Context: an optimization exercise on an open-source flow, tuned for small area and a short achievable clock period. The choices shown serve that exercise and are no tape-out recipe. Function was checked by simulation only, so behaviour that the tests miss may differ from the original.

v6:
==> module rd_nand4, before the edit <==
module rd_nand4 (input a, b, c, d, output y);
    assign y = ~(a & b & c & d);
endmodule
==> module rd_nor2, before the edit <==
module rd_nor2 (input a, b, output y);
    assign y = ~(a | b);
endmodule
==> module rd_nor3, before the edit <==
module rd_nor3 (input a, b, c, output y);
    assign y = ~(a | b | c);
endmodule
==> module rd_or, before the edit <==
module rd_or (input [85:0] xn, output yn);
    wire [87:0] x = {2'b11, xn};
    wire [21:0] l1;
    wire [10:0] l2;
    wire [2:0]  l3;
    genvar i;
    generate
        for (i = 0; i < 22; i = i + 1) begin : g1
            rd_nand4 n (.a(x[4*i]), .b(x[4*i+1]), .c(x[4*i+2]), .d(x[4*i+3]), .y(l1[i]));
        end
        for (i = 0; i < 11; i = i + 1) begin : g2
            rd_nor2 n (.a(l1[2*i]), .b(l1[2*i+1]), .y(l2[i]));
        end
    endgenerate
    rd_nand4 n30 (.a(l2[0]), .b(l2[1]), .c(l2[2]),  .d(l2[3]), .y(l3[0]));
    rd_nand4 n31 (.a(l2[4]), .b(l2[5]), .c(l2[6]),  .d(l2[7]), .y(l3[1]));
    rd_nand4 n32 (.a(l2[8]), .b(l2[9]), .c(l2[10]), .d(1'b1),  .y(l3[2]));
    rd_nor3 n4 (.a(l3[0]), .b(l3[1]), .c(l3[2]), .y(yn));
endmodule
==> module single_cycle_alu_memory, before the edit <==
module single_cycle_alu_memory (
    input clk, rst, start,
    input [1:0] op,                 
    input [1:0] mem_op,             
    input [7:0] addr,               
    input [7:0] in_a, in_b,         
    input [7:0] write_data,         
    output reg [15:0] result,       
    output reg error,               
    output reg done                 
);
    wire is_wr  = (mem_op == 2'b01);
    wire is_rd  = (mem_op == 2'b10);
    wire is_alu = ~is_wr & ~is_rd;
    wire wr_go = start & ~rst & is_wr;
    wire [15:0] hi = 16'd1 << addr[7:4];
    wire [15:0] lo = 16'd1 << addr[3:0];
    wire [15:0] hiw = hi & {16{wr_go}};
    wire [255:0] sel;
    wire [255:0] we;
    wire [255:0] wen;
    wire [2047:0] bits;             
    genvar r, b, g;
    generate
        for (r = 0; r < 256; r = r + 1) begin : row
            reg [7:0] word;
            wire [7:0] nxt;
            row_ctl ctl (.hn(~hi[r/16]), .ln(~lo[r%16]), .hw(hiw[r/16]), .hwn(~hiw[r/16]),
                         .l(lo[r%16]), .sel(sel[r]), .we(we[r]), .wen(wen[r]));
            for (b = 0; b < 8; b = b + 1) begin : bt
                mem_hold h (.we(we[r]), .wen(wen[r]), .d(write_data[b]), .q(word[b]), .y(nxt[b]));
                assign bits[256*b + r] = word[b];
            end
            always @(posedge clk)
                word <= nxt;
        end
    endgenerate
    wire [7:0] rd_data_n;
    wire [7:0] rd_data = ~rd_data_n;
    generate
        for (b = 0; b < 8; b = b + 1) begin : col
            wire [85:0] xn;
            for (g = 0; g < 85; g = g + 1) begin : grp
                rd_aoi3 a (.s0(sel[3*g]), .d0(bits[256*b + 3*g]), .s1(sel[3*g+1]), .d1(bits[256*b + 3*g+1]),
                           .s2(sel[3*g+2]), .d2(bits[256*b + 3*g+2]), .y(xn[g]));
            end
            assign xn[85] = ~(sel[255] & bits[256*b + 255]);
            rd_or o (.xn(xn), .yn(rd_data_n[b]));
        end
    endgenerate
    wire [9:0] b1 = {2'b0, in_b};
    wire [9:0] b2 = {1'b0, in_b, 1'b0};
    wire [9:0] b3 = b1 + b2;
    reg  [7:0] rem;
    reg  [7:0] quo;
    reg  [9:0] t;
    reg        c1, c2, c3;
    integer k;
    always @* begin
        rem = in_a;
        for (k = 3; k >= 0; k = k - 1) begin
            t  = {2'b0, rem} >> (2*k);
            c1 = t >= b1;
            c2 = t >= b2;
            c3 = t >= b3;
            quo[2*k+1] = c2;
            quo[2*k]   = c3 | (c1 & ~c2);
            if (c3)      rem = rem - (b3 << (2*k));
            else if (c2) rem = rem - (b2 << (2*k));
            else if (c1) rem = rem - (b1 << (2*k));
        end
    end
    wire b_zero = (in_b == 8'd0);
    reg [15:0] alu;
    always @* begin
        case (op)
            2'b00: alu = {8'd0, in_a} + {8'd0, in_b};
            2'b01: alu = {8'd0, in_a} - {8'd0, in_b};
            2'b10: alu = in_a * in_b;
            default: alu = b_zero ? 16'hFFFF : {8'd0, quo};
        endcase
    end
    always @(posedge clk or posedge rst) begin
        if (rst) begin
            result <= 16'd0;
            error  <= 1'b0;
            done   <= 1'b0;
        end else if (start) begin
            done  <= 1'b1;
            error <= is_alu & (op == 2'b11) & b_zero;
            if (is_rd)
                result <= {8'd0, rd_data};
            else if (is_alu)
                result <= alu;
        end
    end
endmodule
export LEC_CHECK = 0
export CAP_MARGIN = 30
export CORE_MARGIN = 2
export CORE_UTILIZATION = 50
export SLEW_MARGIN = 30
export SYNTH_HIERARCHICAL = 1
export SYNTH_MINIMUM_KEEP_SIZE = 0
export TNS_END_PERCENT = 0
create_clock -name core_clock -period 35.0 [get_ports {clk}]
standard.sh (not shown) runs the stock make flow with config.mk's settings and CLKGATE_MAP_FILE= SYNTH_SCRIPT=/design/flow/synth_recipe.tcl, a recipe that flattens the netlist after the stock synthesis.
==> flow/flow/run.sh <==
#!/bin/bash
# The standard layout (standard.sh) with these changes, set in a copy of
# its config.mk:
#  - synthesis leaves full and half adders as plain logic for abc instead of
#    mapping them to the fa/ha cells first, so abc can optimise the
#    arithmetic for delay;
#  - if flow/abc.script exists, abc maps the logic with it instead of ORFS's
#    abc_speed.script (the rest of synthesis is unchanged);
#  - clock tree: sink clusters of up to 14 flip-flops driven by clkbuf_8 and no dummy
#    loads, instead of one clkbuf_16 per ~10 flip-flops;
#  - extra settings from flow/extra.mk, if present (here: ports buffered
#    with buf_4 instead of the delay cell buffer_ports picks by itself;
#    repair_timing asked for 26 ns of setup slack, so that it sizes and
#    buffers the worst paths although the 35 ns clock is met; with
#    TNS_END_PERCENT 0 in config.mk it works on the worst path only;
#    the slow or4 cells are not used).
# Each make target's output goes to its own log in this folder.
set -euo pipefail
here=$(pwd)
cp config.mk flow_config.mk
cat >> flow_config.mk <<'EOC'
export ADDER_MAP_FILE =
export CTS_ARGS = -sink_clustering_enable -repair_clock_nets -dont_use_dummy_load -sink_clustering_size 14 -sink_clustering_max_diameter 55 -buf_list {sky130_fd_sc_hd__clkbuf_4 sky130_fd_sc_hd__clkbuf_8}
EOC
if [[ -f flow/extra.mk ]]; then cat flow/extra.mk >> flow_config.mk; fi
synth_script=$here/synth_recipe.tcl
if [[ -f flow/abc.script ]]; then
    sed "s#log_cmd abc {\*}\$abc_args#log_cmd abc {*}[lreplace \$abc_args 1 1 $here/flow/abc.script]#" \
        "$FLOW_HOME/scripts/synth.tcl" > synth_core.tcl
    grep -q "flow/abc.script" synth_core.tcl
    sed "s#\$::env(SCRIPTS_DIR)/synth.tcl#$here/synth_core.tcl#" synth_recipe.tcl > synth_mine.tcl
    grep -q "synth_core.tcl" synth_mine.tcl
    synth_script=$here/synth_mine.tcl
fi
sed -e "s#DESIGN_CONFIG=[^ ]*#DESIGN_CONFIG=$here/flow_config.mk#" \
    -e "s#SYNTH_SCRIPT=[^ ]*#SYNTH_SCRIPT=$synth_script#" standard.sh > standard_mine.sh
grep -q "DESIGN_CONFIG=$here/flow_config.mk" standard_mine.sh
for step in ${FLOW_STEPS:-synth floorplan place cts route finish}; do
    bash standard_mine.sh $step > flow_$step.log 2>&1
done
Other scripts of this flow, unchanged in this note and not shown: flow/flow/abc.script, flow/flow/extra.mk
### v6 -> v7
==> flow/design.v, changed modules only <==
module rd_or (input [85:0] xn, output y);
    assign y = ~&xn;
endmodule
module single_cycle_alu_memory (
    input clk, rst, start,
    input [1:0] op,                 
    input [1:0] mem_op,             
    input [7:0] addr,               
    input [7:0] in_a, in_b,         
    input [7:0] write_data,         
    output reg [15:0] result,       
    output reg error,               
    output reg done                 
);
    wire is_wr  = (mem_op == 2'b01);
    wire is_rd  = (mem_op == 2'b10);
    wire is_alu = ~is_wr & ~is_rd;
    wire wr_go = start & ~rst & is_wr;
    wire [15:0] hi = 16'd1 << addr[7:4];
    wire [15:0] lo = 16'd1 << addr[3:0];
    wire [15:0] hiw = hi & {16{wr_go}};
    wire [255:0] sel;
    wire [255:0] we;
    wire [255:0] wen;
    wire [2047:0] bits;             
    genvar r, b, g;
    generate
        for (r = 0; r < 256; r = r + 1) begin : row
            reg [7:0] word;
            wire [7:0] nxt;
            row_ctl ctl (.hn(~hi[r/16]), .ln(~lo[r%16]), .hw(hiw[r/16]), .hwn(~hiw[r/16]),
                         .l(lo[r%16]), .sel(sel[r]), .we(we[r]), .wen(wen[r]));
            for (b = 0; b < 8; b = b + 1) begin : bt
                mem_hold h (.we(we[r]), .wen(wen[r]), .d(write_data[b]), .q(word[b]), .y(nxt[b]));
                assign bits[256*b + r] = word[b];
            end
            always @(posedge clk)
                word <= nxt;
        end
    endgenerate
    wire [7:0] rd_data;
    generate
        for (b = 0; b < 8; b = b + 1) begin : col
            wire [85:0] xn;
            for (g = 0; g < 85; g = g + 1) begin : grp
                rd_aoi3 a (.s0(sel[3*g]), .d0(bits[256*b + 3*g]), .s1(sel[3*g+1]), .d1(bits[256*b + 3*g+1]),
                           .s2(sel[3*g+2]), .d2(bits[256*b + 3*g+2]), .y(xn[g]));
            end
            assign xn[85] = ~(sel[255] & bits[256*b + 255]);
            rd_or o (.xn(xn), .y(rd_data[b]));
        end
    endgenerate
    wire [9:0] b1 = {2'b0, in_b};
    wire [9:0] b2 = {1'b0, in_b, 1'b0};
    wire [9:0] b3 = b1 + b2;
    reg  [7:0] rem;
    reg  [7:0] quo;
    reg  [9:0] t;
    reg        c1, c2, c3;
    integer k;
    always @* begin
        rem = in_a;
        for (k = 3; k >= 0; k = k - 1) begin
            t  = {2'b0, rem} >> (2*k);
            c1 = t >= b1;
            c2 = t >= b2;
            c3 = t >= b3;
            quo[2*k+1] = c2;
            quo[2*k]   = c3 | (c1 & ~c2);
            if (c3)      rem = rem - (b3 << (2*k));
            else if (c2) rem = rem - (b2 << (2*k));
            else if (c1) rem = rem - (b1 << (2*k));
        end
    end
    wire b_zero = (in_b == 8'd0);
    reg [15:0] alu;
    always @* begin
        case (op)
            2'b00: alu = {8'd0, in_a} + {8'd0, in_b};
            2'b01: alu = {8'd0, in_a} - {8'd0, in_b};
            2'b10: alu = in_a * in_b;
            default: alu = b_zero ? 16'hFFFF : {8'd0, quo};
        endcase
    end
    always @(posedge clk or posedge rst) begin
        if (rst) begin
            result <= 16'd0;
            error  <= 1'b0;
            done   <= 1'b0;
        end else if (start) begin
            done  <= 1'b1;
            error <= is_alu & (op == 2'b11) & b_zero;
            if (is_rd)
                result <= {8'd0, rd_data};
            else if (is_alu)
                result <= alu;
        end
    end
endmodule
// module rd_nand4 removed
// module rd_nor2 removed
// module rd_nor3 removed
Findings:
- v7 reached the final stage; the timing, design-rule and antenna checks on its layout passed.
- On floorplan die width, v7 tracks v6 almost exactly.
- Of v7 and v6, the higher total routed wirelength belongs to v6.
- Diff v6 -> v7 | final hold slack | increase of 0.0033 ns
- Between v6 and v7, sequential cell area fraction in the yosys report increased.
- In v7 relative to v6, number of cells produced by synthesis had gone down slightly.
- As of v7, number of buffers added for setup after CTS had fallen by more than 10% compared to v6.
- Global-route usage sits lower in v7 than in v6.
- Sequential share of layout area on v7 is up relative to v6.
- v7 — final worst slack 0.081 ns higher, v6 as reference
- Delta (v7 minus v6): area share of xor/xnor cells in the synthesized design barely changed, multiplexer fraction of the synthesized cell area held steady.
- As of v7, non-clock buffer count had fallen by a little under 10% compared to v6.
- TritonCTS buffer count (v7 vs. v6) increases slightly

---

Setup of old:
The RTL this note starts from:
==> flow/design.v <==
module mem_hold (input we, input wen, input d, input q, output y);
    assign y = (we & d) | (wen & q);
endmodule
module rd_aoi3 (input s0, d0, s1, d1, s2, d2, output y);
    assign y = ~((s0 & d0) | (s1 & d1) | (s2 & d2));
endmodule
module row_ctl (input hn, ln, hw, hwn, l, output sel, we, wen);
    assign sel = ~(hn | ln);
    assign we  = ~(hwn | ln);
    assign wen = ~(hw & l);
endmodule
module rd_or (input [85:0] xn, output y);
    assign y = ~&xn;
endmodule
module single_cycle_alu_memory (
    input clk, rst, start,
    input [1:0] op,                 
    input [1:0] mem_op,             
    input [7:0] addr,               
    input [7:0] in_a, in_b,         
    input [7:0] write_data,         
    output reg [15:0] result,       
    output reg error,               
    output reg done                 
);
    wire is_wr  = (mem_op == 2'b01);
    wire is_rd  = (mem_op == 2'b10);
    wire is_alu = ~is_wr & ~is_rd;
    wire wr_go = start & ~rst & is_wr;
    wire [15:0] hi = 16'd1 << addr[7:4];
    wire [15:0] lo = 16'd1 << addr[3:0];
    wire [15:0] hiw = hi & {16{wr_go}};
    wire [255:0] sel;
    wire [255:0] we;
    wire [255:0] wen;
    wire [2047:0] bits;             
    genvar r, b, g;
    generate
        for (r = 0; r < 256; r = r + 1) begin : row
            reg [7:0] word;
            wire [7:0] nxt;
            row_ctl ctl (.hn(~hi[r/16]), .ln(~lo[r%16]), .hw(hiw[r/16]), .hwn(~hiw[r/16]),
                         .l(lo[r%16]), .sel(sel[r]), .we(we[r]), .wen(wen[r]));
            for (b = 0; b < 8; b = b + 1) begin : bt
                mem_hold h (.we(we[r]), .wen(wen[r]), .d(write_data[b]), .q(word[b]), .y(nxt[b]));
                assign bits[256*b + r] = word[b];
            end
            always @(posedge clk)
                word <= nxt;
        end
    endgenerate
    wire [7:0] rd_data;
    generate
        for (b = 0; b < 8; b = b + 1) begin : col
            wire [85:0] xn;
            for (g = 0; g < 85; g = g + 1) begin : grp
                rd_aoi3 a (.s0(sel[3*g]), .d0(bits[256*b + 3*g]), .s1(sel[3*g+1]), .d1(bits[256*b + 3*g+1]),
                           .s2(sel[3*g+2]), .d2(bits[256*b + 3*g+2]), .y(xn[g]));
            end
            assign xn[85] = ~(sel[255] & bits[256*b + 255]);
            rd_or o (.xn(xn), .y(rd_data[b]));
        end
    endgenerate
    wire [9:0] b1 = {2'b0, in_b};
    wire [9:0] b2 = {1'b0, in_b, 1'b0};
    wire [9:0] b3 = b1 + b2;
    reg  [7:0] rem;
    reg  [7:0] quo;
    reg  [9:0] t;
    reg        c1, c2, c3;
    integer k;
    always @* begin
        rem = in_a;
        for (k = 3; k >= 0; k = k - 1) begin
            t  = {2'b0, rem} >> (2*k);
            c1 = t >= b1;
            c2 = t >= b2;
            c3 = t >= b3;
            quo[2*k+1] = c2;
            quo[2*k]   = c3 | (c1 & ~c2);
            if (c3)      rem = rem - (b3 << (2*k));
            else if (c2) rem = rem - (b2 << (2*k));
            else if (c1) rem = rem - (b1 << (2*k));
        end
    end
    wire b_zero = (in_b == 8'd0);
    reg [15:0] alu;
    always @* begin
        case (op)
            2'b00: alu = {8'd0, in_a} + {8'd0, in_b};
            2'b01: alu = {8'd0, in_a} - {8'd0, in_b};
            2'b10: alu = in_a * in_b;
            default: alu = b_zero ? 16'hFFFF : {8'd0, quo};
        endcase
    end
    always @(posedge clk or posedge rst) begin
        if (rst) begin
            result <= 16'd0;
            error  <= 1'b0;
            done   <= 1'b0;
        end else if (start) begin
            done  <= 1'b1;
            error <= is_alu & (op == 2'b11) & b_zero;
            if (is_rd)
                result <= {8'd0, rd_data};
            else if (is_alu)
                result <= alu;
        end
    end
endmodule
export LEC_CHECK = 0
export CAP_MARGIN = 30
export CORE_MARGIN = 2
export CORE_UTILIZATION = 50
export SLEW_MARGIN = 30
export SYNTH_HIERARCHICAL = 1
export SYNTH_MINIMUM_KEEP_SIZE = 0
export TNS_END_PERCENT = 0
create_clock -name core_clock -period 35.0 [get_ports {clk}]
==> flow/flow/run.sh <==
#!/bin/bash
# The standard layout (standard.sh) with these changes, set in a copy of
# its config.mk:
#  - synthesis leaves full and half adders as plain logic for abc instead of
#    mapping them to the fa/ha cells first, so abc can optimise the
#    arithmetic for delay;
#  - if flow/abc.script exists, abc maps the logic with it instead of ORFS's
#    abc_speed.script (the rest of synthesis is unchanged);
#  - clock tree: sink clusters of up to 14 flip-flops driven by clkbuf_8 and no dummy
#    loads, instead of one clkbuf_16 per ~10 flip-flops;
#  - extra settings from flow/extra.mk, if present (here: ports buffered
#    with buf_4 instead of the delay cell buffer_ports picks by itself;
#    repair_timing asked for 26 ns of setup slack, so that it sizes and
#    buffers the worst paths although the 35 ns clock is met; with
#    TNS_END_PERCENT 0 in config.mk it works on the worst path only).
# Each make target's output goes to its own log in this folder.
set -euo pipefail
here=$(pwd)
cp config.mk flow_config.mk
cat >> flow_config.mk <<'EOC'
export ADDER_MAP_FILE =
export CTS_ARGS = -sink_clustering_enable -repair_clock_nets -dont_use_dummy_load -sink_clustering_size 14 -sink_clustering_max_diameter 55 -buf_list {sky130_fd_sc_hd__clkbuf_4 sky130_fd_sc_hd__clkbuf_8}
EOC
if [[ -f flow/extra.mk ]]; then cat flow/extra.mk >> flow_config.mk; fi
synth_script=$here/synth_recipe.tcl
if [[ -f flow/abc.script ]]; then
    sed "s#log_cmd abc {\*}\$abc_args#log_cmd abc {*}[lreplace \$abc_args 1 1 $here/flow/abc.script]#" \
        "$FLOW_HOME/scripts/synth.tcl" > synth_core.tcl
    grep -q "flow/abc.script" synth_core.tcl
    sed "s#\$::env(SCRIPTS_DIR)/synth.tcl#$here/synth_core.tcl#" synth_recipe.tcl > synth_mine.tcl
    grep -q "synth_core.tcl" synth_mine.tcl
    synth_script=$here/synth_mine.tcl
fi
sed -e "s#DESIGN_CONFIG=[^ ]*#DESIGN_CONFIG=$here/flow_config.mk#" \
    -e "s#SYNTH_SCRIPT=[^ ]*#SYNTH_SCRIPT=$synth_script#" standard.sh > standard_mine.sh
grep -q "DESIGN_CONFIG=$here/flow_config.mk" standard_mine.sh
for step in ${FLOW_STEPS:-synth floorplan place cts route finish}; do
    bash standard_mine.sh $step > flow_$step.log 2>&1
done
Other scripts of this flow, unchanged in this note and not shown: flow/flow/abc.script, flow/flow/extra.mk
The following lists how new was set up differently from old:
--- a/flow/design.v
+++ b/flow/design.v
@@ -1,12 +1,11 @@
-module mem_hold (input we, input wen, input d, input q, output y);
-    assign y = (we & d) | (wen & q);
+module mem_hold (input act, input actn, input d, input q, output y);
+    assign y = (act & d) | (actn & q);
 endmodule
 module rd_aoi3 (input s0, d0, s1, d1, s2, d2, output y);
     assign y = ~((s0 & d0) | (s1 & d1) | (s2 & d2));
 endmodule
-module row_ctl (input hn, ln, hw, hwn, l, output sel, we, wen);
-    assign sel = ~(hn | ln);
-    assign we  = ~(hwn | ln);
-    assign wen = ~(hw & l);
+module row_ctl (input hn, ln, h, l, output act, actn);
+    assign act  = ~(hn | ln);
+    assign actn = ~(h & l);
 endmodule
 module rd_or (input [85:0] xn, output y);
@@ -27,11 +26,14 @@
     wire is_rd  = (mem_op == 2'b10);
     wire is_alu = ~is_wr & ~is_rd;
-    wire wr_go = start & ~rst & is_wr;
+    wire go    = start & ~rst;
+    wire wr_go = go & is_wr;
+    wire rd_go = go & is_rd;
     wire [15:0] hi = 16'd1 << addr[7:4];
     wire [15:0] lo = 16'd1 << addr[3:0];
-    wire [15:0] hiw = hi & {16{wr_go}};
-    wire [255:0] sel;
-    wire [255:0] we;
-    wire [255:0] wen;
+    wire [15:0] hia = hi & {16{wr_go | rd_go}};
+    wire [255:0] act;
+    wire [255:0] actn;
+    wire [7:0] rd_data;
+    wire [7:0] col_d = wr_go ? write_data : rd_data;
     wire [2047:0] bits;             
     genvar r, b, g;
@@ -40,8 +42,8 @@
             reg [7:0] word;
             wire [7:0] nxt;
-            row_ctl ctl (.hn(~hi[r/16]), .ln(~lo[r%16]), .hw(hiw[r/16]), .hwn(~hiw[r/16]),
-                         .l(lo[r%16]), .sel(sel[r]), .we(we[r]), .wen(wen[r]));
+            row_ctl ctl (.hn(~hia[r/16]), .ln(~lo[r%16]), .h(hia[r/16]), .l(lo[r%16]),
+                         .act(act[r]), .actn(actn[r]));
             for (b = 0; b < 8; b = b + 1) begin : bt
-                mem_hold h (.we(we[r]), .wen(wen[r]), .d(write_data[b]), .q(word[b]), .y(nxt[b]));
+                mem_hold h (.act(act[r]), .actn(actn[r]), .d(col_d[b]), .q(word[b]), .y(nxt[b]));
                 assign bits[256*b + r] = word[b];
             end
@@ -50,13 +52,12 @@
         end
     endgenerate
-    wire [7:0] rd_data;
     generate
         for (b = 0; b < 8; b = b + 1) begin : col
             wire [85:0] xn;
             for (g = 0; g < 85; g = g + 1) begin : grp
-                rd_aoi3 a (.s0(sel[3*g]), .d0(bits[256*b + 3*g]), .s1(sel[3*g+1]), .d1(bits[256*b + 3*g+1]),
-                           .s2(sel[3*g+2]), .d2(bits[256*b + 3*g+2]), .y(xn[g]));
+                rd_aoi3 a (.s0(act[3*g]), .d0(bits[256*b + 3*g]), .s1(act[3*g+1]), .d1(bits[256*b + 3*g+1]),
+                           .s2(act[3*g+2]), .d2(bits[256*b + 3*g+2]), .y(xn[g]));
             end
-            assign xn[85] = ~(sel[255] & bits[256*b + 255]);
+            assign xn[85] = ~(act[255] & bits[256*b + 255]);
             rd_or o (.xn(xn), .y(rd_data[b]));
         end
==> comparison <==
old and new ended up with roughly the same clock group total power.
Post-placement worst setup slack in new is 2190 ps lower than in old
new contains fewer vias than old.
In new relative to old, mean cell area of the mapped netlist had gone up by a few percent.
Per the comparison of new with old, number of standard cells in the final layout excluding fillers rose 36; post-detailed-route via-to-cell ratio fell 2.3%; count of buffers added by post-CTS timing repair for setup rose about 3.4%; total number of cells along the worst setup path rose 6.

[port drivers added, routing unchanged]
Ports are ideal in the flow. The routed layouts listed here were re-timed in OpenROAD.
Step 1 assumes that a clkbuf_16 drives the clock port and a buf_2 every other input.
Step 2 adds t to the input delays and takes it off the output delays; t is the mean of the earliest and latest rising clock arrival at the registers after step 1. Input paths then give back, and output paths get back, about the clock's delay inside the block.
Slacks: ideal / step 1 / step 2; pairs: ideal / step 1.
| run | t (ns) | setup slack, ns | hold WS [ns] | worst setup path after step 2 | worst register clock-pin slew, ns |
|---|---|---|---|---|---|
| v6 | 0.996 | 24.829 / 24.863 / 23.866 | 0.467 / 0.467 / 0.467 | input to register | 0.10 / 0.10 |
| v7 | 0.970 | 24.911 / 24.923 / 23.953 | 0.471 / 0.471 / 0.471 | input to register | 0.10 / 0.10 |
| old | 0.984 | 24.515 / 24.566 / 23.581 | 0.464 / 0.464 / 0.464 | input to register | 0.10 / 0.10 |
| new | 0.953 | 23.799 / 23.816 / 22.863 | 0.471 / 0.471 / 0.471 | input to register | 0.10 / 0.10 |
After both steps every run listed still meets setup and hold. The setup slack of v6, which loses most, moves by +0.034 ns with the drivers and by -0.963 ns with both steps.
